This design comes from an exercise in tuning for small area, a short achievable clock period and few clock cycles on the open sky130 flow, not from production work. Only simulation tests tie the RTL to the original design; equivalence was not proved. Power is estimated from default activity; no workload was simulated.

[standard.sh]
#!/bin/bash
# synth_recipe.tcl (not shown) runs the flow's synth.tcl, then flattens the netlist and writes it again
# the make line also repeats each setting of config.mk as NAME=value (left out here)
make -C /OpenROAD-flow-scripts/flow DESIGN_CONFIG=/design/flow/config.mk WORK_HOME=/design/flow/orfs CLKGATE_MAP_FILE= SYNTH_SCRIPT=/design/flow/synth_recipe.tcl "${@:-finish}"
[flow/run.sh]
#!/bin/bash
# The standard layout (the standard.sh), except that the port buffers
# that buffer_ports inserts are buf_2 cells instead of its default choice,
# and antenna repair after detailed routing may take more iterations.
export BUFFER_PORTS_ARGS="-buffer_cell sky130_fd_sc_hd__buf_2"
export MAX_REPAIR_ANTENNAS_ITER_DRT=12
bash standard.sh > standard.log 2>&1
[config.mk]
export PLATFORM = sky130hd
export DESIGN_NAME = mips
export DESIGN_NICKNAME = mips
export VERILOG_FILES = /design/flow/design.v
export SDC_FILE = /design/flow/constraint.sdc
export NUM_CORES = 4
export LEC_CHECK = 0
export CAP_MARGIN = 35
export CORE_MARGIN = 2
export CORE_UTILIZATION = 40
export CTS_BUF_LIST = sky130_fd_sc_hd__clkbuf_16
export CTS_CLUSTER_DIAMETER = 100
export CTS_CLUSTER_SIZE = 20
export SLEW_MARGIN = 35
[design.v]
module NPC (
    input  [31:0] PC_F,
    input  [31:0] PC_X,
    input  [31:0] rs,
    input  [15:0] imm,
    input  [25:0] ins_index,
    input         isJ,
    input         isJr,
    input         isBranchSuccess,
    output [31:0] NPC,
    output [31:0] LINK
);
    wire [29:0] btgt;
    wire        bco;
    RADD #(30) u_bt(.a(PC_X[31:2]), .b({{14{imm[15]}}, imm}), .ci(1'b1), .s(btgt), .co(bco));
    wire [29:0] seq;
    RINC #(30) u_seq(.a(PC_F[31:2]), .ci(1'b1), .s(seq));
    wire [28:0] lk;
    RINC #(29) u_lk(.a(PC_X[31:3]), .ci(1'b1), .s(lk));
    assign LINK = {lk, PC_X[2:0]};
    assign NPC = (isJ)             ? {PC_X[31:28], ins_index, 2'b00} :
                 (isBranchSuccess) ? {btgt, PC_X[1:0]} :
                 (isJr)            ? rs :
                                     {seq, PC_F[1:0]};
endmodule
module GRF (
    input         clk,
    input         clr,
    input  [4:0]  A1, A2, A3,
    input  [31:0] WD,
    output [31:0] RD1, RD2
);
    wire [31:0] wdg = WD & {32{~clr}};
    wire [31:0] s1 = 32'd1 << A1;
    wire [31:0] s2 = 32'd1 << A2;
    wire [31:0] o1 [0:31];
    wire [31:0] o2 [0:31];
    assign o1[0] = 32'd0;
    assign o2[0] = 32'd0;
    genvar i;
    for (i = 1; i < 32; i = i + 1) begin : g
        reg [31:0] q;
        always @(posedge clk)
            if (clr | (A3 == i)) q <= wdg;
        assign o1[i] = o1[i-1] | (q & {32{s1[i]}});
        assign o2[i] = o2[i-1] | (q & {32{s2[i]}});
    end
    assign RD1 = o1[31];
    assign RD2 = o2[31];
endmodule
module ALU(
    input  [31:0] A, B,
    input  [2:0]  ALUOp,
    output [31:0] C
);
    wire        sb = (ALUOp != 3'd0);
    wire [31:0] s;
    wire        co;
    RADD #(32) u_add(.a(A), .b(B ^ {32{sb}}), .ci(sb), .s(s), .co(co));
    wire        ltu = ~co;
    wire        lt  = (A[31] ^ B[31]) ? A[31] : s[31];
    assign C =  (ALUOp == 3'd2) ? (A & B) :
                (ALUOp == 3'd3) ? (A | B) :
                (ALUOp == 3'd4) ? {B[15:0], 16'd0} :
                (ALUOp == 3'd5) ? {31'd0, lt} :
                (ALUOp == 3'd6) ? {31'd0, ltu} :
                                  s;
endmodule
module BE_WD(
    input  [31:0] rt,
    input  [1:0]  addr,
    input         store,
    input  [1:0]  width,
    output [31:0] wd,
    output [3:0]  be
);
    assign wd = (width == 2'd2) ? {4{rt[7:0]}} :
                (width == 2'd1) ? {2{rt[15:0]}} :
                                  rt;
    assign be = ~store          ? 4'b0000 :
                (width == 2'd2) ? (4'b0001 << addr) :
                (width == 2'd1) ? (addr[1] ? 4'b1100 : 4'b0011) :
                                  4'b1111;
endmodule
module BE_RD(
    input  [31:0] rdata,
    input  [31:0] res,
    input  [7:0]  sel,
    output [31:0] out
);
    wire s_res = sel[7], s_w = sel[6];
    wire s_b0 = sel[5], s_b1 = sel[4], s_b2 = sel[3], s_b3 = sel[2];
    wire s_h0 = sel[1], s_h1 = sel[0];
    wire s_byte = s_b0 | s_b1 | s_b2 | s_b3;
    wire s_ext  = s_byte | s_h0 | s_h1;
    wire sg = (s_b0 & rdata[7]) | ((s_b1 | s_h0) & rdata[15]) |
              (s_b2 & rdata[23]) | ((s_b3 | s_h1) & rdata[31]);
    wire s_l0 = s_w | s_b0 | s_h0;
    wire s_l2 = s_b2 | s_h1;
    wire s_m0 = s_w | s_h0;
    assign out[7:0]   = ({8{s_res}} & res[7:0]) | ({8{s_l0}} & rdata[7:0]) |
                        ({8{s_b1}} & rdata[15:8]) | ({8{s_l2}} & rdata[23:16]) |
                        ({8{s_b3}} & rdata[31:24]);
    assign out[15:8]  = ({8{s_res}} & res[15:8]) | ({8{s_m0}} & rdata[15:8]) |
                        ({8{s_h1}} & rdata[31:24]) | ({8{s_byte & sg}});
    assign out[31:16] = ({16{s_res}} & res[31:16]) | ({16{s_w}} & rdata[31:16]) |
                        ({16{s_ext & sg}});
endmodule
module RADD #(parameter N = 32) (
    input  [N-1:0] a, b,
    input          ci,
    output [N-1:0] s,
    output         co
);
    wire [N:0] c;
    assign c[0] = ci;
    genvar i;
    for (i = 0; i < N; i = i + 1) begin : fa
        assign s[i]   = a[i] ^ b[i] ^ c[i];
        assign c[i+1] = (a[i] & b[i]) | (c[i] & (a[i] ^ b[i]));
    end
    assign co = c[N];
endmodule
module RINC #(parameter N = 32) (
    input  [N-1:0] a,
    input          ci,
    output [N-1:0] s
);
    wire [N:0] c;
    assign c[0] = ci;
    genvar i;
    for (i = 0; i < N; i = i + 1) begin : ha
        assign s[i]   = a[i] ^ c[i];
        assign c[i+1] = a[i] & c[i];
    end
endmodule
module Controller(
    input  [31:0] ins,
    output        rtype,
    output        alu_r,       
    output        imm_sx,      
    output        use_imm,     
    output        lui,
    output        load,
    output        store,
    output        beq,
    output        bne,
    output        j,
    output        jal,
    output        jr,
    output        jalr,
    output        md,          
    output [2:0]  md_fn,       
    output        mfhi,
    output        mflo,
    output        mthi,
    output        mtlo,
    output [2:0]  aluop,       
    output [1:0]  width,       
    output [4:0]  a3,
    output        use_rs,
    output        use_rt
);
    wire [5:0] op = ins[31:26];
    wire [5:0] fn = ins[5:0];
    assign rtype = (op == 6'b000000);
    wire add  = rtype & (fn == 6'b100000);
    wire sub  = rtype & (fn == 6'b100010);
    wire and_ = rtype & (fn == 6'b100100);
    wire or_  = rtype & (fn == 6'b100101);
    wire slt  = rtype & (fn == 6'b101010);
    wire sltu = rtype & (fn == 6'b101011);
    wire mult = rtype & (fn == 6'b011000);
    wire multu= rtype & (fn == 6'b011001);
    wire div  = rtype & (fn == 6'b011010);
    wire divu = rtype & (fn == 6'b011011);
    assign mfhi = rtype & (fn == 6'b010000);
    assign mflo = rtype & (fn == 6'b010010);
    assign mthi = rtype & (fn == 6'b010001);
    assign mtlo = rtype & (fn == 6'b010011);
    assign jr   = rtype & (fn == 6'b001000);
    assign jalr = rtype & (fn == 6'b001001);
    wire addi = (op == 6'b001000);
    wire andi = (op == 6'b001100);
    wire ori  = (op == 6'b001101);
    assign lui  = (op == 6'b001111);
    assign beq  = (op == 6'b000100);
    assign bne  = (op == 6'b000101);
    wire lw   = (op == 6'b100011);
    wire lh   = (op == 6'b100001);
    wire lb   = (op == 6'b100000);
    wire sw   = (op == 6'b101011);
    wire sh   = (op == 6'b101001);
    wire sb   = (op == 6'b101000);
    assign j    = (op == 6'b000010);
    assign jal  = (op == 6'b000011);
    assign load  = lw | lh | lb;
    assign store = sw | sh | sb;
    assign alu_r = add | sub | and_ | or_ | slt | sltu;
    wire   alu_i = addi | andi | ori | lui;
    assign md    = mult | multu | div | divu;
    assign md_fn = {div | divu, multu | divu, 1'b0};
    assign imm_sx  = addi | load | store;
    assign use_imm = alu_i | load | store;
    assign aluop =
        (sub)  ? 3'd1 :
        (and_ | andi) ? 3'd2 :
        (or_  | ori)  ? 3'd3 :
        (lui)  ? 3'd4 :
        (slt)  ? 3'd5 :
        (sltu) ? 3'd6 :
                 3'd0;
    assign width = (sb | lb) ? 2'd2 : (sh | lh) ? 2'd1 : 2'd0;
    assign a3 =
        (alu_r | mfhi | mflo) ? ins[15:11] :
        (alu_i | load)        ? ins[20:16] :
        (jal | jalr)          ? 5'd31 :
                                5'd0;
    assign use_rs = ~(j | jal);
    assign use_rt = rtype | beq | bne | store;
endmodule
module BKADD #(parameter N = 33) (
    input  [N-1:0] a, b,
    input          ci,
    output [N-1:0] s,
    output         co
);
    localparam LG = (N >= 64) ? 7 : (N >= 32) ? 6 : (N >= 16) ? 5 : (N >= 8) ? 4 : 3;
    reg [N:0] g, p, cg, cp;    
    integer i, l, d;
    always @(*) begin
        g[0] = ci; p[0] = 1'b0;
        for (i = 0; i < N; i = i + 1) begin
            g[i+1] = a[i] & b[i];
            p[i+1] = a[i] ^ b[i];
        end
        cg = g; cp = p;
        for (l = 0; l < LG; l = l + 1)
            for (i = (2 << l) - 1; i <= N; i = i + (2 << l)) begin
                d = 1 << l;
                cg[i] = cg[i] | (cp[i] & cg[i-d]);
                cp[i] = cp[i] & cp[i-d];
            end
        for (l = LG - 2; l >= 0; l = l - 1)
            for (i = 3 * (1 << l) - 1; i <= N; i = i + (2 << l)) begin
                d = 1 << l;
                cg[i] = cg[i] | (cp[i] & cg[i-d]);
                cp[i] = cp[i] & cp[i-d];
            end
    end
    assign s  = p[N:1] ^ cg[N-1:0];
    assign co = cg[N];
endmodule
module MDU(
    input             clk, clr, start,
    input      [2:0]  md_fn,           
    input             hi_we, lo_we,
    input      [31:0] A, B,
    output reg [31:0] HI, LO,
    output            busy
);
    reg  [31:0] M;         
    reg         mul;
    reg  [3:0]  cnt;       
    reg  [1:0]  nch;       
    reg         fix, negq, negr;
    assign busy = (cnt != 4'd0) | fix;
    wire is_div = md_fn[2];
    wire is_uns = md_fn[1];
    wire        as = ~is_uns & A[31];
    wire        bs = ~is_uns & B[31];
    wire [31:0] aa = as ? (32'd0 - A) : A;
    wire [31:0] ab = bs ? (32'd0 - B) : B;
    wire [1:0]  bn = (ab[31:24] != 8'd0) ? 2'd3 : (ab[23:16] != 8'd0) ? 2'd2 :
                     (ab[15:8]  != 8'd0) ? 2'd1 : 2'd0;
    wire [1:0]  az = (aa[31:24] != 8'd0) ? 2'd0 : (aa[23:16] != 8'd0) ? 2'd1 :
                     (aa[15:8]  != 8'd0) ? 2'd2 : 2'd3;
    wire [31:0] ash = (az == 2'd0) ? aa :
                      (az == 2'd1) ? {aa[23:0], 8'd0} :
                      (az == 2'd2) ? {aa[15:0], 16'd0} :
                                     {aa[7:0], 24'd0};
    wire [31:0] ms [0:8];      
    wire [31:0] mc [0:8];      
    wire [7:0]  mo;
    assign ms[0] = HI;
    assign mc[0] = 32'd0;
    genvar j;
    for (j = 0; j < 8; j = j + 1) begin : mrow
        wire [31:0] p = M & {32{LO[j]}};
        wire [31:0] s = ms[j] ^ mc[j] ^ p;
        wire [31:0] c = (ms[j] & mc[j]) | (p & (ms[j] ^ mc[j]));
        assign mo[j]     = s[0];
        assign ms[j+1]   = {c[31], s[31:1]};
        assign mc[j+1]   = {1'b0, c[30:0]};
    end
    wire [31:0] macc;
    wire        mco;
    BKADD #(32) u_mcpa(.a(ms[8]), .b(mc[8]), .ci(1'b0), .s(macc), .co(mco));
    wire [63:0] m_full = {macc, mo, LO[31:8]};
    wire [63:0] m_res =
        (nch == 2'd3) ? m_full :
        (nch == 2'd2) ? {8'd0,  m_full[63:8]} :
        (nch == 2'd1) ? {16'd0, m_full[63:16]} :
                        {24'd0, m_full[63:24]};
    wire [31:0] dr [0:4];
    wire [31:0] dq [0:4];
    assign dr[0] = HI;
    assign dq[0] = LO;
    for (j = 0; j < 4; j = j + 1) begin : dstep
        wire [32:0] t;
        wire        ok;
        BKADD #(33) u_sub(.a({dr[j], dq[j][31]}), .b(~{1'b0, M}), .ci(1'b1), .s(t), .co(ok));
        assign dr[j+1] = ok ? t[31:0] : {dr[j][30:0], dq[j][31]};
        assign dq[j+1] = {dq[j][30:0], ok};
    end
    wire [31:0] nq, nr;
    RINC #(32) u_nq(.a(~LO), .ci(1'b1), .s(nq));
    RINC #(32) u_nr(.a(~HI), .ci(~mul | (LO == 32'd0)), .s(nr));
    always @(posedge clk) begin
        if (clr) begin
            HI <= 32'd0; LO <= 32'd0;
            mul <= 1'b0; cnt <= 4'd0; nch <= 2'd0; fix <= 1'b0;
            negq <= 1'b0; negr <= 1'b0;
        end else if (start) begin
            mul <= ~is_div;
            if (~is_div) begin
                M    <= aa;
                HI   <= 32'd0;
                LO   <= ab;
                nch  <= bn;
                cnt  <= {2'd0, bn} + 4'd1;
                fix  <= (as & ~bs & (B != 32'd0)) | (bs & ~as & (A != 32'd0));
                negq <= 1'b1;
                negr <= 1'b1;
            end else if (B != 32'd0) begin
                M    <= ab;
                HI   <= 32'd0;
                LO   <= ash;
                cnt  <= {2'd0, ~az, 1'b0} + 4'd2;
                fix  <= as | bs;
                negq <= as ^ bs;
                negr <= as;
            end
        end else if (hi_we) begin
            HI <= A;
        end else if (lo_we) begin
            LO <= A;
        end else if (cnt != 4'd0) begin
            cnt <= cnt - 4'd1;
            if (mul) begin
                if (cnt == 4'd1) {HI, LO} <= m_res;
                else begin
                    HI <= macc;
                    LO <= {mo, LO[31:8]};
                end
            end else begin
                HI <= dr[4];
                LO <= dq[4];
            end
        end else if (fix) begin
            fix <= 1'b0;
            if (negq) LO <= nq;
            if (negr) HI <= nr;
        end
    end
endmodule
module mips(
    input           clk,
    input           reset,
    output  [31:0]  i_inst_addr,
    input   [31:0]  i_inst_rdata,
    output  [31:0]  m_data_addr,
    output  [31:0]  m_data_wdata,
    output  [3:0]   m_data_byteen,
    output  [31:0]  m_inst_addr,
    input   [31:0]  m_data_rdata,
    output          w_grf_we,
    output  [4:0]   w_grf_addr,
    output  [31:0]  w_grf_wdata,
    output  [31:0]  w_inst_addr
);
    reg         rst_q;
    reg  [31:0] pc_f;
    reg  [31:0] ir, pc_x;
    reg  [31:0] res_m, wd_m, pc_m;
    reg  [3:0]  be_m;
    reg  [4:0]  a3_m;
    reg         ld_m;
    reg  [7:0]  ls_m;            
    reg         we_w;
    reg  [4:0]  wa_o;            
    reg  [31:0] data_w, pc_w;
    reg  [4:0]  a3_w;
    wire [5:0]  op = ir[31:26];
    wire [5:0]  fn = ir[5:0];
    wire [4:0]  rs = ir[25:21];
    wire [4:0]  rt = ir[20:16];
    wire [4:0]  rd = ir[15:11];
    wire [15:0] imm = ir[15:0];
    wire [2:0]  mdu_fn;
    wire        c_rtype, c_alu_r, c_imm_sx, c_imm, c_lui, c_load, c_store;
    wire        c_beq, c_bne, c_j, c_jal, c_jr, c_jalr, c_md, c_mfhi, c_mflo;
    wire        c_mthi, c_mtlo, c_use_rs, c_use_rt;
    wire [2:0]  c_aluop;
    wire [1:0]  c_width;
    wire [4:0]  c_a3;
    Controller u_ctrl(
        .ins(ir), .rtype(c_rtype), .alu_r(c_alu_r), .imm_sx(c_imm_sx), .use_imm(c_imm),
        .lui(c_lui), .load(c_load), .store(c_store), .beq(c_beq), .bne(c_bne),
        .j(c_j), .jal(c_jal), .jr(c_jr), .jalr(c_jalr), .md(c_md), .md_fn(mdu_fn),
        .mfhi(c_mfhi), .mflo(c_mflo), .mthi(c_mthi), .mtlo(c_mtlo),
        .aluop(c_aluop), .width(c_width), .a3(c_a3), .use_rs(c_use_rs), .use_rt(c_use_rt)
    );
    wire [31:0] grf_rs, grf_rt;
    GRF u_grf(
        .clk(clk), .clr(rst_q),
        .A1(rs), .A2(rt), .A3(a3_w), .WD(data_w),
        .RD1(grf_rs), .RD2(grf_rt)
    );
    wire fw_rs_m = (rs == a3_m) & (a3_m != 5'd0);
    wire fw_rs_w = (rs == a3_w) & (a3_w != 5'd0);
    wire fw_rt_m = (rt == a3_m) & (a3_m != 5'd0);
    wire fw_rt_w = (rt == a3_w) & (a3_w != 5'd0);
    wire [31:0] v_rs = fw_rs_m ? res_m : fw_rs_w ? data_w : grf_rs;
    wire [31:0] v_rt = fw_rt_m ? res_m : fw_rt_w ? data_w : grf_rt;
    wire        mdu_busy;
    wire stall_ld = ld_m & ((c_use_rs & fw_rs_m) | (c_use_rt & fw_rt_m));
    wire stall_md = mdu_busy & (c_md | c_mfhi | c_mflo | c_mthi | c_mtlo);
    wire stall    = stall_ld | stall_md;
    wire [31:0] immx = {{16{c_imm_sx & imm[15]}}, imm};
    wire [31:0] alu_b = c_imm ? immx : v_rt;
    wire [31:0] alu_c;
    ALU u_alu(.A(v_rs), .B(alu_b), .ALUOp(c_aluop), .C(alu_c));
    wire [31:0] hi, lo;
    MDU u_mdu(
        .clk(clk), .clr(rst_q),
        .start(c_md & ~stall), .md_fn(mdu_fn),
        .hi_we(c_mthi & ~stall), .lo_we(c_mtlo & ~stall),
        .A(v_rs), .B(v_rt),
        .HI(hi), .LO(lo), .busy(mdu_busy)
    );
    wire        eq = (v_rs == v_rt);
    wire        taken = (c_beq & eq) | (c_bne & ~eq);
    wire [31:0] npc, link;
    NPC u_npc(
        .PC_F(pc_f), .PC_X(pc_x), .rs(v_rs), .imm(imm), .ins_index(ir[25:0]),
        .isJ(c_j | c_jal), .isJr(c_jr | c_jalr), .isBranchSuccess(taken),
        .NPC(npc), .LINK(link)
    );
    wire [31:0] res_x =
        (c_mfhi)          ? hi   :
        (c_mflo)          ? lo   :
        (c_jal | c_jalr)  ? link :
                            alu_c;
    wire [31:0] wd_x;
    wire [3:0]  be_x;
    BE_WD u_bewd(.rt(v_rt), .addr(alu_c[1:0]), .store(c_store), .width(c_width),
                 .wd(wd_x), .be(be_x));
    wire [31:0] ld_data;
    BE_RD u_berd(.rdata(m_data_rdata), .res(res_m), .sel(ls_m), .out(ld_data));
    wire [1:0]  ad = alu_c[1:0];
    wire        x_b = c_load & (c_width == 2'd2);
    wire        x_h = c_load & (c_width == 2'd1);
    wire [7:0]  ls_x = {~c_load, c_load & (c_width == 2'd0),
                        x_b & (ad == 2'd0), x_b & (ad == 2'd1), x_b & (ad == 2'd2), x_b & (ad == 2'd3),
                        x_h & ~ad[1], x_h & ad[1]};
    always @(posedge clk) rst_q <= reset;
    always @(posedge clk) begin
        if (rst_q) begin
            pc_f <= 32'h0000_3000;
            ir   <= 32'd0;
        end else if (~stall) begin
            pc_f <= npc;
            ir   <= i_inst_rdata;
        end
    end
    always @(posedge clk) begin
        if (~stall) pc_x <= pc_f;
        res_m <= res_x;
        wd_m  <= wd_x;
        pc_m  <= pc_x;
        ls_m  <= ls_x;
        data_w <= ld_data;
        pc_w   <= pc_m;
    end
    always @(posedge clk) begin
        if (reset | rst_q) begin
            be_m <= 4'd0;
            a3_w <= 5'd0;
            wa_o <= 5'd0;
            we_w <= 1'b0;
        end else begin
            be_m <= stall ? 4'd0 : be_x;
            a3_w <= a3_m;
            wa_o <= a3_m;
            we_w <= (a3_m != 5'd0);
        end
    end
    always @(posedge clk) begin
        if (rst_q) begin
            a3_m <= 5'd0;
            ld_m <= 1'b0;
        end else begin
            a3_m <= stall ? 5'd0 : c_a3;
            ld_m <= ~stall & c_load;
        end
    end
    assign i_inst_addr   = pc_f;
    assign m_data_addr   = res_m;
    assign m_data_wdata  = wd_m;
    assign m_data_byteen = be_m;
    assign m_inst_addr   = pc_m;
    assign w_grf_we      = we_w;
    assign w_grf_addr    = wa_o;
    assign w_grf_wdata   = data_w;
    assign w_inst_addr   = pc_w;
endmodule
[constraint.sdc]
create_clock -name core_clock -period 130.0 [get_ports {clk}]
set_input_delay 26.0000 -clock core_clock [delete_from_list [all_inputs] [get_ports {clk}]]
set_output_delay 26.0000 -clock core_clock [all_outputs]
set_load 0.01 [all_outputs]
==> summary.md, run 1 <==
| Metric | Value |
|---|---|
| Max FO, Critical Path | 4 |
| MaxCap Viol Count | 0 |
| Pre-CTS setup slack | roughly 100 ns |
| Kind of critical path | flip-flop to output port |
| Routed WL per cell | 41.6 microns |
| Largest cells by area after synthesis | edfxtp_1 (38%), fa_1 (8.3%), dfxtp_1 (7.7%) |
| # port buffers | around 270 |
| Post-synth EDFFs | 1056 |
| Ys flop type | edfxtp_1 |
| DRT antenna net count | 0 |
| Worst Path Required | roughly 100 ns |
| Final instance area | around 94000 sq um |
| Critical Path End Type | output port |
| Worst min path class | flip-flop to flip-flop |
| Area of the multi-input gates | 43800 sq um |
| Largest net degree at the start of global routing | 125 |
| First-pass GRT wire length | 623000 microns |
| Synthesized Nets | ~9000 |
| Io pins | ~270 |
| Vias per cell | 7.36 |
| CTS root buf | clkbuf_16 |
| Reg clk slew, reported paths | 0.10 ns |
| Library cells used by synthesis | between 90 and 100 |
| Sinks on Clock Net | around 1400 |
| Slew at the pin closest to its max-slew limit | 1.22 ns |
| Post-CTS setup buffer count | 0 |
| Antenna violations before repair | 64 |
| Wirelength, routed | 462000 microns |
| WHS Path Cells | 0 |
| Number of synthesized register bits | between 1000 and 1500 |
| Fraction of registers with async set or reset after synthesis | 0% |
| DRT Pass-1 Iters | 13 |
| Lkg Pwr | ~38 nW |
| Fin worst setup slack | about 100 ns |
| Vias | approximately 82000 |
| Synthesized area | ~84000 sq um |
| Status | finished clean |
| Post-layout min period | 28.13 ns |
| Number of global-route vias before repair | roughly 76000 |
| Fin. max-slew vios | 0 |
| GRT Residual Overflow | 0 |
| CP Cell Sequence | buf_2 |
| Slew headroom | 17.8% |
| Die height | ~460 microns |
| Post-DP HPWL | 309000 microns |
| Worst r2r path cells | 47 |
| Fin util | between 40% and 50% |
| Standard-cell row count | about 170 |
| Slowest cell delay on critical path | 1.00 ns |
| Post-Synthesis Mean Instance Area | 10.5 sq um |
| YS warnings | 5 |
| Cells after synthesis | 8038 |
| Area delta synth->final | 11.3% |
| H-tree depth | 3 |
| Final Hold Viols | 0 |
| Critical Path Stages | 1 |
| Worst ir drop on vdd | ~0.067 mV |
| Period utilization | 21.6% |
| CP Launch Type | flip-flop |
| Post_cts resized | 0 |
| Setup violators final | 0 |
| Delay-heaviest family, CP | flip-flops |
| Area of the core | ~210000 sq um |
| Arr. time, crit path | 2.13 ns |
| Largest area contributor in the netlist | edfxtp_1 |
| CP max-delay cell | dfxtp_1 |
| Initial Utilization | slightly above 40% |
| Unrepaired setup endpoints after global routing | false |
| Fraction of layout cells with a size suffix above 1 | 12.8% |
| CTS Buffer Depth | 3 |
| Fin Clk Skew | slightly below 0.1 ns |
| Pwr per Cell Area | between 30 and 40 nW/um^2 |
| Post-DP Area | slightly above 90000 sq um |
| Die area | roughly 210000 sq um |
| Total clock buffers created by CTS | 84 |
| Clock insertion delay at the later pin of the skew report | about 0.87 ns |
| Fmax achieved | approximately 36 MHz |
| Die width | around 460 microns |
| # DRC | 0 |
| Placer Congestion | between 1 and 1.5 |
| Setup TNS | 0 ns |
| Register area share after synthesis | 45.2% |
| Fill count | a little under 20000 |
| # nets final | roughly 8900 |
| Post-CTS Hold Buffers | 0 |
| Total track usage | approximately two fifths |
| WP buf/inv | 1 |
| Register area | ~38000 sq um |
| Initial DRC Count | 16878 |
| Synth top area share | around 38% |
| CTS tree | built |
[power by group]
part	switching [W]	internal (W)
clock	0.000169	0.000122
sequential	0.0000861	0.000588
combinational	0.00122	0.000677
[layout by cell type, fill, tap and decap left out, types with 98 or more instances in the layout]
cell       netlist  layout
dfxtp_1        323     317
o21ai_0        296     272
xor2_1         106     106
nor2_1         541     496
o211ai_1        98      98
mux2i_1        100      99
a22oi_1        566     564
a2111oi_0      139     135
and3_1         447     445
xnor2_1        116     113
buf_4            5     350
buf_2           23     267
ha_1           327     327
fa_1           351     351
nand3_1        354     351
nand2_1        484     472
edfxtp_1      1056    1056
inv_1          313     333
a21oi_1        369     364
nand4_1        178     178
o22ai_1        101     101
[kinds of logic (layout without fill, tap and decap cells)]
| family | after synthesis | in the layout | synth area share [%] |
|---|---|---|---|
| compound gates | 2174 | 2174 | 18.1 |
| xor+xnor | 222 | 222 | 2.30 |
| fa+ha+maj | 678 | 678 | 13.2 |
| buf+inv | 940 | 1130 | 4.27 |
| flops | 1379 | 1379 | 45.2 |
| mux | 153 | 153 | 1.89 |
| other cells | 0 | 67 | 0 |
| simple gates | 2492 | 2492 | 15.1 |
[cells in the mapped netlist, types with 54 or more instances]
cell       number
clkbuf_1      505
dfxtp_1       323
nand3_1       354
a21oi_1       369
inv_1         313
mux2i_1       100
nor3_1         92
ha_1          327
a211oi_1       67
xnor2_1       116
a21o_1         95
o21ai_0       296
xor2_1        106
nand2_1       484
nor4_1         62
nor2b_1        59
nor2_1        541
o211ai_1       98
fa_1          351
nand2b_1       54
edfxtp_1     1056
a2111oi_0     139
a22oi_1       566
nand4_1       178
and3_1        447
o22ai_1       101
[stage by stage]
stage / hold WS [ns] / power, W / std cells
floorplan: 0.348 / 0.00180 / 8038
global placement: 0.331 / 0.00247 / 10892
detailed placement: 0.332 / 0.00250 / 10903
CTS: 0.326 / 0.00280 / 11029
global route: 0.331 / 0.00300 / 11042
finish: 0.328 / 0.00286 / 11100
[registers in the layout, indices dropped and copies added, names as in the netlist, 2 cells and up]
| signal | flops |
|---|---|
| u_grf.g.q | 992 |
| data_w | 32 |
| ir | 32 |
| pc_f | 32 |
| pc_m | 32 |
| pc_w | 32 |
| pc_x | 32 |
| res_m | 32 |
| u_mdu.HI | 32 |
| u_mdu.LO | 32 |
| u_mdu.M | 32 |
| wd_m | 32 |
| ls_m | 8 |
| a3_m | 5 |
| a3_w | 5 |
| be_m | 4 |
| u_mdu.cnt | 4 |
| u_mdu.nch | 2 |
[worst reg2reg max path, delay by kind of cell, from the launching register on]
| family | cells | cell delay (ns) |
|---|---|---|
| compound gates | 7 | 2.09 |
| fa+ha+maj | 30 | 13.44 |
| buf+inv | 5 | 1.74 |
| flops | 1 | 0.57 |
| simple gates | 5 | 2.97 |
[worst paths after layout]
path | endpoint | start | slack, ns
worst min register to register | pc_w[2] | pc_m[2] | 0.33
worst max register to register | res_m[0] | ir[25] | 109.02
worst min-delay path | pc_w[2] | pc_m[2] | 0.33
worst max-delay path | w_grf_wdata[23] | data_w[23] | 101.87
[area by class of cell]
cell class | count | share of cell area, %
diodes | 67 | 0.178
well taps | 2805 | 3.73
multi-input cells | 5719 | 46.6
clock inverters | 41 | 0.415
clock buffers | 85 | 2.26
repair buffers | 652 | 4.80
inverters | 352 | 1.41
flip-flops and latches | 1379 | 40.6
[routing by layer]
layer	track usage (%)	vias to the layer above	share of wire (%)
met5	1.98	-	0.16
met3	17.8	2653	15
met1	48.7	39573	34
met2	58.2	8473	40
li1	-	30918	-
met4	33.8	32	11
Testbench counts, summed over its fixed seeds: cycles 61,490.
==> run 2, diff against run 1 <==
--- a/config.mk
+++ b/config.mk
@@ -7,5 +7,5 @@
 export LEC_CHECK = 0
-export CAP_MARGIN = 35
+export CAP_MARGIN = 20
 export CORE_MARGIN = 2
-export CORE_UTILIZATION = 40
+export CORE_UTILIZATION = 55
 export CTS_BUF_LIST = sky130_fd_sc_hd__clkbuf_16
@@ -13,2 +13,2 @@
 export CTS_CLUSTER_SIZE = 20
-export SLEW_MARGIN = 35
+export SLEW_MARGIN = 20
==> run 2 against run 1 <==
Net effect:
- still clean on timing, DRC and antenna
- register-to-register slack better by 0.04 ns
- clock-buffer cell count is 2 lower
- sequential cell count stayed put
- synthesized area stayed put
- critical path depth stayed put
- first-iteration DRC count is 13% higher
- largest power group unchanged
==> summary.md, run 2 <==
| Metric | Value |
|---|---|
| Worst r2r path cells | 52 (+11%) |
| Most flop-heavy register | u_grf.g.q |
| Placed Cells | 10110 (-7.3%) |
| Library cells used by synthesis | 94 (unchanged) |
| Lkg Pwr | 37.5 nW (-0.81%) |
| Slew at the pin closest to its max-slew limit | 1.30 ns (+0.0742 ns) |
| Placer Congestion | 1.11 (+7.5%) |
| M1 WL | 143000 microns (-7.9%) |
| Power share of the clock group | 9.8% (-0.4 points) |
| Wirelength, routed | 451000 microns (-2.4%) |
| CTS tree | built |
| Most frequent cells in the layout | edfxtp_1 (1056), a22oi_1 (564), nor2_1 (496) |
| Sinks on Clock Net | 1379 (unchanged) |
| Synthesized Nets | 8782 (unchanged) |
| Synthesized area | 84500 sq um (unchanged) |
| Arr. time, crit path | 1.99 ns (-0.14 ns) |
| Post-Layout Cell Count | 10308 (-7.1%) |
| Standard-cell row count | 143 (-15%) |
| Post-synth EDFFs | 1056 (unchanged) |
| Clock insertion delay at the later pin of the skew report | 0.81 ns (-0.06 ns) |
| Switch share | 51.5% (+0.10 points) |
| Critical Path Stages | 1 (unchanged) |
| Post-CTS Hold Buffers | 0 (unchanged) |
| CTS Buffer Depth | 3 (unchanged) |
| Largest net degree at the start of global routing | 97 (-22%) |
| Die height | 396 microns (-15%) |
| Pre-CTS setup slack | 102.22 ns (-0.255 ns) |
| Vias per cell | 8.03 (+9.1%) |
| Final Hold Viols | 0 (unchanged) |
| Post_cts resized | 0 (unchanged) |
| # port buffers | 267 (unchanged) |
| CP Launch Point | data_w[23] |
| Largest cells by area after synthesis | edfxtp_1 (38%), fa_1 (8.3%), dfxtp_1 (7.7%) |
| Vias | 82736 (+1.3%) |
| Fraction of layout cells with a size suffix above 1 | 12.3% (-0.44 points) |
| Reg clk slew, reported paths | 0.09 ns (about the same) |
| Period utilization | 21.5% (-0.11 points) |
| Pwr per Cell Area | 30.8 nW/um^2 (+1.3%) |
| Cells after synthesis | 8038 (unchanged) |
| Post-Synthesis Mean Instance Area | 10.5 sq um (unchanged) |
| Most common library cells after synthesis | edfxtp_1 (1056), a22oi_1 (566), nor2_1 (541), clkbuf_1 (505), nand2_1 (484) |
| Fin. max-slew vios | 0 (unchanged) |
| Largest area contributor in the netlist | edfxtp_1 |
| Pint | 0.00138 W (-0.69%) |
| Comb power frac | 66.4% (+0.2 points) |
| DRT Pass-1 Iters | 13 (unchanged) |
| Number of global-route vias before repair | 76286 (+0.70%) |
| Worst min path class | flip-flop to flip-flop |
| Die area | 157000 sq um (-27%) |
| Status | finished clean |
| Hold_ws | 0.343 ns (+0.0146 ns) |
| Synth top area share | 37.5% (unchanged) |
| MaxCap Viol Count | 0 (unchanged) |
| Met3 WL | 81100 microns (+14%) |
| Number of synthesized register bits | 1379 (unchanged) |
| Reg2reg setup slack | 109.06 ns (+0.04 ns) |
| Most frequent cell after synthesis | edfxtp_1 |
| Met2 Wirelength | 174000 microns (-6.4%) |
| Area delta synth->final | 9.35% |
| CP Cell Sequence | buf_2 |
| Post-CTS setup buffer count | 0 (unchanged) |
| Post-layout min period | 27.99 ns (-0.139 ns) |
| Top Layer Used | met5 |
| R2R Path Start | ir[23] |
| GRT Residual Overflow | 0 (unchanged) |
| Critical Path End Type | output port |
| Io pins | 268 (unchanged) |
| Worst Path Required | 104.00 ns (about the same) |
| CP max-delay cell | dfxtp_1 |
| Setup violators final | 0 (unchanged) |
| Fin worst setup slack | 102.01 ns (+0.139 ns) |
| DRT antenna net count | 0 (unchanged) |
| CP Launch Type | flip-flop |
| Worst setup path end | w_grf_wdata[23] |
| # nets final | 8909 (-0.26%) |
| Area of the core | 152000 sq um (-27%) |
| Unrepaired setup endpoints after global routing | false |
| Register area share after synthesis | 45.2% (unchanged) |
| Max reg flops | 992 (unchanged) |
| Delay-heaviest family, CP | flip-flops |
| Kind of critical path | flip-flop to output port |
| RR Endpoint | be_m[0] |
| Initial DRC Count | 19085 (+13%) |
| Commonest non-fill, non-tap cell in the layout | edfxtp_1 |
| Ys flop type | edfxtp_1 |
| Slowest cell delay on critical path | 0.94 ns (-0.06 ns) |
| YS warnings | 5 (unchanged) |
| Total track usage | 56.1% (+15 points) |
| WP buf/inv | 1 (unchanged) |
| Setup TNS | 0 ns (unchanged) |
| First-pass GRT wire length | 611000 microns (-2.0%) |
| Antenna violations before repair | 63 (-1.6%) |
| Sequential share of power | 23.7% (about the same) |
| P_sw | 0.00147 W (-0.28%) |
| # DRC | 0 (unchanged) |
| Fin Clk Skew | 0.0871 ns (-0.0121 ns) |
| Post-DP HPWL | 300000 microns (-2.9%) |
| Max FO, Critical Path | 4 (unchanged) |
| Fmax achieved | 35.7 MHz (+0.50%) |
| Total clock buffers created by CTS | 82 (-2.4%) |
| H-tree depth | 3 (unchanged) |
| Worst ir drop on vdd | 0.0399 mV (-40%) |
| Fraction of registers with async set or reset after synthesis | 0% (unchanged) |
| Routed WL per cell | 43.7 microns (+5.1%) |
| CTS root buf | clkbuf_16 |
| Die width | 396 microns (-15%) |
| Initial Utilization | 55.5% (+15 points) |
| Slew headroom | 11.4% (-6.4 points) |
==> run 2: cell types whose count changed in the layout (fill, tap and decap cells not counted), sizes merged <==
cell    delta
inv        -2
buf       -20
diode      +8
clkbuf     -3
==> run 2: power groups by stage <==
| stage | combinational, W | sequential [W] | clock [W] |
|---|---|---|---|
| 6_report | 0.00189 | 0.000675 | 0.000280 |
| 3_3_place_gp | 0.00177 | 0.000672 | 0 |
| 5_1_grt | 0.00200 | 0.000677 | 0.000289 |
| 2_1_floorplan | 0.00116 | 0.000643 | 0 |
| 4_1_cts | 0.00181 | 0.000665 | 0.000275 |
| 3_5_place_dp | 0.00180 | 0.000674 | 0 |
==> run 2: kinds of logic after synthesis <==
kind of cell | after synthesis | share of synthesized area [%]
buffers and inverters | 940 | 4.27
DFF | 1379 | 45.2
muxes | 153 | 1.89
AOI/OAI and AO/OA | 2174 | 18.1
adders and majority gates | 678 | 13.2
and+or+nand+nor | 2492 | 15.1
xor gates and xnor gates | 222 | 2.30
==> run 2: how the worst min path moves through the flow <==
| stage | from | end | slack (ns) | cells after the start |
|---|---|---|---|---|
| 2_1_floorplan | pc_x[0] | pc_m[0] | 0.35 | 0 |
| 3_3_place_gp | pc_m[29] | pc_w[29] | 0.33 | 0 |
| 3_5_place_dp | pc_m[27] | pc_w[27] | 0.33 | 0 |
| 4_1_cts | pc_m[21] | pc_w[21] | 0.33 | 0 |
| 5_1_grt | pc_m[21] | pc_w[21] | 0.34 | 0 |
| 6_report | pc_m[21] | pc_w[21] | 0.34 | 0 |
==> run 2: per-layer routing <==
layer / vias to the layer above / GRT usage, %
li1: 30856 / -
met1: 39165 / 64.5
met2: 9411 / 75.5
met3: 3270 / 30.6
met4: 34 / 46.9
met5: - / 3.45
==> run 2: metrics by stage <==
stage	util [%]	cell area [sq um]	total power, W
after CTS	60.5	92100	0.00275
after floorplan	-	84500	0.00180
final	60.7	92300	0.00284
after global placement	58.9	89600	0.00244
after global routing	60.5	92200	0.00297
after detailed placement	58.9	89700	0.00248
==> run 2: area by class of cell <==
cell class | count | area, sq um
diodes | 75 | 188
clock buffers | 83 | 2080
clock inverters | 39 | 355
fillers | 12552 | 59900
inverters | 352 | 1330
multi-input cells | 5719 | 43600
flip-flops and latches | 1379 | 38200
well taps | 2030 | 2540
repair buffers | 631 | 4090
==> run 3, diff against run 2 <==
--- a/config.mk
+++ b/config.mk
@@ -13,2 +13,3 @@
 export CTS_CLUSTER_SIZE = 20
+export PLACE_DENSITY = 0.7
 export SLEW_MARGIN = 20
==> run 3 against run 2 <==
Net effect:
- now fails the layout checks on capacitance limit, slew limit
- hold slack improved by 0.0079 ns
- largest power group unchanged
- synthesized area stayed put
- largest cell class unchanged
- sequential power increased by 0.9%
==> summary.md, run 3 <==
| Metric | Value |
|---|---|
| CP Cell Sequence | buf_2 |
| Delay-heaviest family, CP | flip-flops |
| Die width | 396 microns (unchanged) |
| CP Launch Type | flip-flop |
| CTS root buf | clkbuf_16 |
| Total track usage | 55.6% (-0.52 points) |
| Status | finished with violations |
| Die area | 157000 sq um (unchanged) |
| Most frequent cells in the layout | edfxtp_1 (1056), a22oi_1 (564), nor2_1 (497) |
| Routed WL per cell | 43.5 microns (-0.52%) |
| DRT Pass-1 Iters | 13 (unchanged) |
| Fin. max-slew vios | 1 (+1) |
| Standard-cell row count | 143 (unchanged) |
| Post-CTS Hold Buffers | 0 (unchanged) |
| Unrepaired setup endpoints after global routing | false |
| Lkg Pwr | 37.4 nW (-0.20%) |
| Sinks on Clock Net | 1379 (unchanged) |
| Placed Cells | 10100 (-0.099%) |
| Max FO, Critical Path | 6 (+2) |
| Number of synthesized register bits | 1379 (unchanged) |
| Antenna violations before repair | 61 (-3.2%) |
| Area of the core | 152000 sq um (unchanged) |
| Most common library cells after synthesis | edfxtp_1 (1056), a22oi_1 (566), nor2_1 (541), clkbuf_1 (505), nand2_1 (484) |
| Fraction of registers with async set or reset after synthesis | 0% (unchanged) |
| Worst min path class | flip-flop to flip-flop |
| Post-DP Area | 89500 sq um (-0.13%) |
| Initial DRC Count | 18938 (-0.77%) |
| Final Hold Viols | 0 (unchanged) |
| Fraction of layout cells with a size suffix above 1 | 12.1% (-0.29 points) |
| Slowest cell delay on critical path | 0.95 ns (about the same) |
| First-pass GRT wire length | 607000 microns (-0.63%) |
| Worst ir drop on vdd | 0.0479 mV (+20%) |
| Largest net degree at the start of global routing | 64 (-34%) |
| Post-Layout Cell Count | 10293 (-0.15%) |
| # nets final | 8898 (-0.12%) |
| Final instance area | 92100 sq um (-0.25%) |
| Area delta synth->final | 9.08% |
| Most frequent cell after synthesis | edfxtp_1 |
| Die height | 396 microns (unchanged) |
| Ys flop type | edfxtp_1 |
| Synth top area share | 37.5% (unchanged) |
| # DRC | 0 (unchanged) |
| Largest cells by area after synthesis | edfxtp_1 (38%), fa_1 (8.3%), dfxtp_1 (7.7%) |
| # port buffers | 267 (unchanged) |
| Post_cts resized | 0 (unchanged) |
| YS warnings | 5 (unchanged) |
| WP buf/inv | 1 (unchanged) |
| Io pins | 268 (unchanged) |
| Fin Clk Skew | 0.0831 ns (-0.00396 ns) |
| Pre-CTS setup slack | 102.71 ns (+0.496 ns) |
| Period utilization | 21.5% (about the same) |
| Vias per cell | 8.00 (-0.36%) |
| Most flop-heavy register | u_grf.g.q |
| Library cells used by synthesis | 94 (unchanged) |
| MaxCap Viol Count | 1 (+1) |
| Fin worst setup slack | 101.99 ns (-0.0230 ns) |
| Clock insertion delay at the later pin of the skew report | 0.78 ns (-0.03 ns) |
| Post-DP HPWL | 300000 microns (-0.12%) |
| CTS Buffer Depth | 3 (unchanged) |
| Max reg flops | 992 (unchanged) |
| Placer Congestion | 1.14 (+3.2%) |
| Post-Synthesis Mean Instance Area | 10.5 sq um (unchanged) |
| Largest area contributor in the netlist | edfxtp_1 |
| Reg clk slew, reported paths | 0.10 ns (about the same) |
| Fmax achieved | 35.7 MHz (about the same) |
| Synthesized area | 84500 sq um (unchanged) |
| Cells after synthesis | 8038 (unchanged) |
| Total clock buffers created by CTS | 80 (-2.4%) |
| Slew headroom | -2.34% (-14 points) |
| Arr. time, crit path | 2.01 ns (+0.02 ns) |
| DRT antenna net count | 0 (unchanged) |
| Post-layout min period | 28.01 ns (+0.0230 ns) |
| GRT Residual Overflow | 0 (unchanged) |
| Number of global-route vias before repair | 75249 (-1.4%) |
| Violated checks | capacitance limit, slew limit |
| Reg2reg setup slack | 109.35 ns (+0.29 ns) |
| H-tree depth | 3 (unchanged) |
| Setup violators final | 0 (unchanged) |
| Post-CTS setup buffer count | 0 (unchanged) |
| Critical Path End Type | output port |
| Slew at the pin closest to its max-slew limit | 1.50 ns (+0.201 ns) |
| Pwr per Cell Area | 31.2 nW/um^2 (+1.3%) |
| Worst Path Required | 104.00 ns (about the same) |
| Initial Utilization | 55.5% (unchanged) |
| Kind of critical path | flip-flop to output port |
| Synthesized Nets | 8782 (unchanged) |
| CTS tree | built |
| Setup TNS | 0 ns (unchanged) |
| Commonest non-fill, non-tap cell in the layout | edfxtp_1 |
| CP max-delay cell | dfxtp_1 |
| Register area share after synthesis | 45.2% (unchanged) |
| Fin util | 60.5% (-0.15 points) |
| Post-synth EDFFs | 1056 (unchanged) |
| Vias | 82318 (-0.51%) |
| Wirelength, routed | 448000 microns (-0.66%) |
==> run 3: cell counts after synthesis <==
No cell type changed its count.
==> run 3: stage by stage <==
| stage | power, W | hold slack [ns] |
|---|---|---|
| after detailed placement | 0.00250 | 0.334 |
| after global placement | 0.00246 | 0.329 |
| after global routing | 0.00300 | 0.356 |
| after CTS | 0.00277 | 0.352 |
| final | 0.00287 | 0.350 |
| after floorplan | 0.00180 | 0.348 |
==> run 3: final cells by class <==
class	count	area, sq um
Multi-Input combinational cell	5719	43600
Clock inverter	47	335
Antenna cell	64	160
Tap cell	2030	2540
Timing Repair Buffer	622	4010
Inverter	352	1330
Sequential cell	1379	38200
Clock buffer	80	2000
Fill cell	12644	60100
==> run 3: kinds of logic after synthesis <==
group	count (synthesis)	share of synthesized area, %
compound gates	2174	18.1
xor+xnor	222	2.30
fa+ha+maj	678	13.2
buf+inv	940	4.27
flops	1379	45.2
mux	153	1.89
simple gates	2492	15.1
==> run 3: routing by layer <==
metal  vias to the layer above  wire length, microns  share of wire [%]  global-route usage, %
li1                      30849                     -                  -                      -
met1                     39243                145000                 32                   65.4
met2                      9150                169000                 38                   73.2
met3                      3017                 82400                 18                   31.2
met4                        59                 50000                 11                   43.6
met5                         -                  1930               0.43                   8.47
==> run 3: worst paths after layout <==
check | to | depth (start not counted) | startpoint
hold reg to reg | pc_w[2] | 0 | pc_m[2]
setup reg to reg | res_m[0] | 49 | ir[23]
setup / recovery | w_grf_wdata[19] | 1 | data_w[19]
hold / removal | pc_w[2] | 0 | pc_m[2]
==> run 3: power by group <==
group	total (W)	switching [W]	internal, W	leakage (nW)
logic	0.00192	0.00124	0.000677	22.7
clock network	0.000274	0.000160	0.000114	1.26
registers	0.000681	0.0000928	0.000588	13.5

==> port drivers added, routing unchanged <==
No port has a modelled driver above. Below, the same layouts with a new extraction and two added sets of constraints. Step 1, drivers: a clkbuf_16 drives clk and a buf_2 each remaining input, both assumed. Step 2 adds t to the input delays and takes it off the output delays; t is the mean of the earliest and latest rising clock arrival at the registers after step 1. Input paths then give back, and output paths get back, about the clock's delay inside the block. Three values: ideal ports, drivers, drivers and shift; two values: the first two.
run	t (ns)	setup WS [ns]	worst hold slack (ns)	latest minus earliest clock arrival (ns)
run 1	0.901	101.874 / 101.782 / 102.418	0.328 / 0.328 / 0.328	0.115 / 0.115
run 2	0.861	102.013 / 101.918 / 102.019	0.343 / 0.343 / 0.343	0.090 / 0.090
run 3	0.835	101.990 / 101.902 / 102.644	0.350 / 0.350 / 0.350	0.090 / 0.090
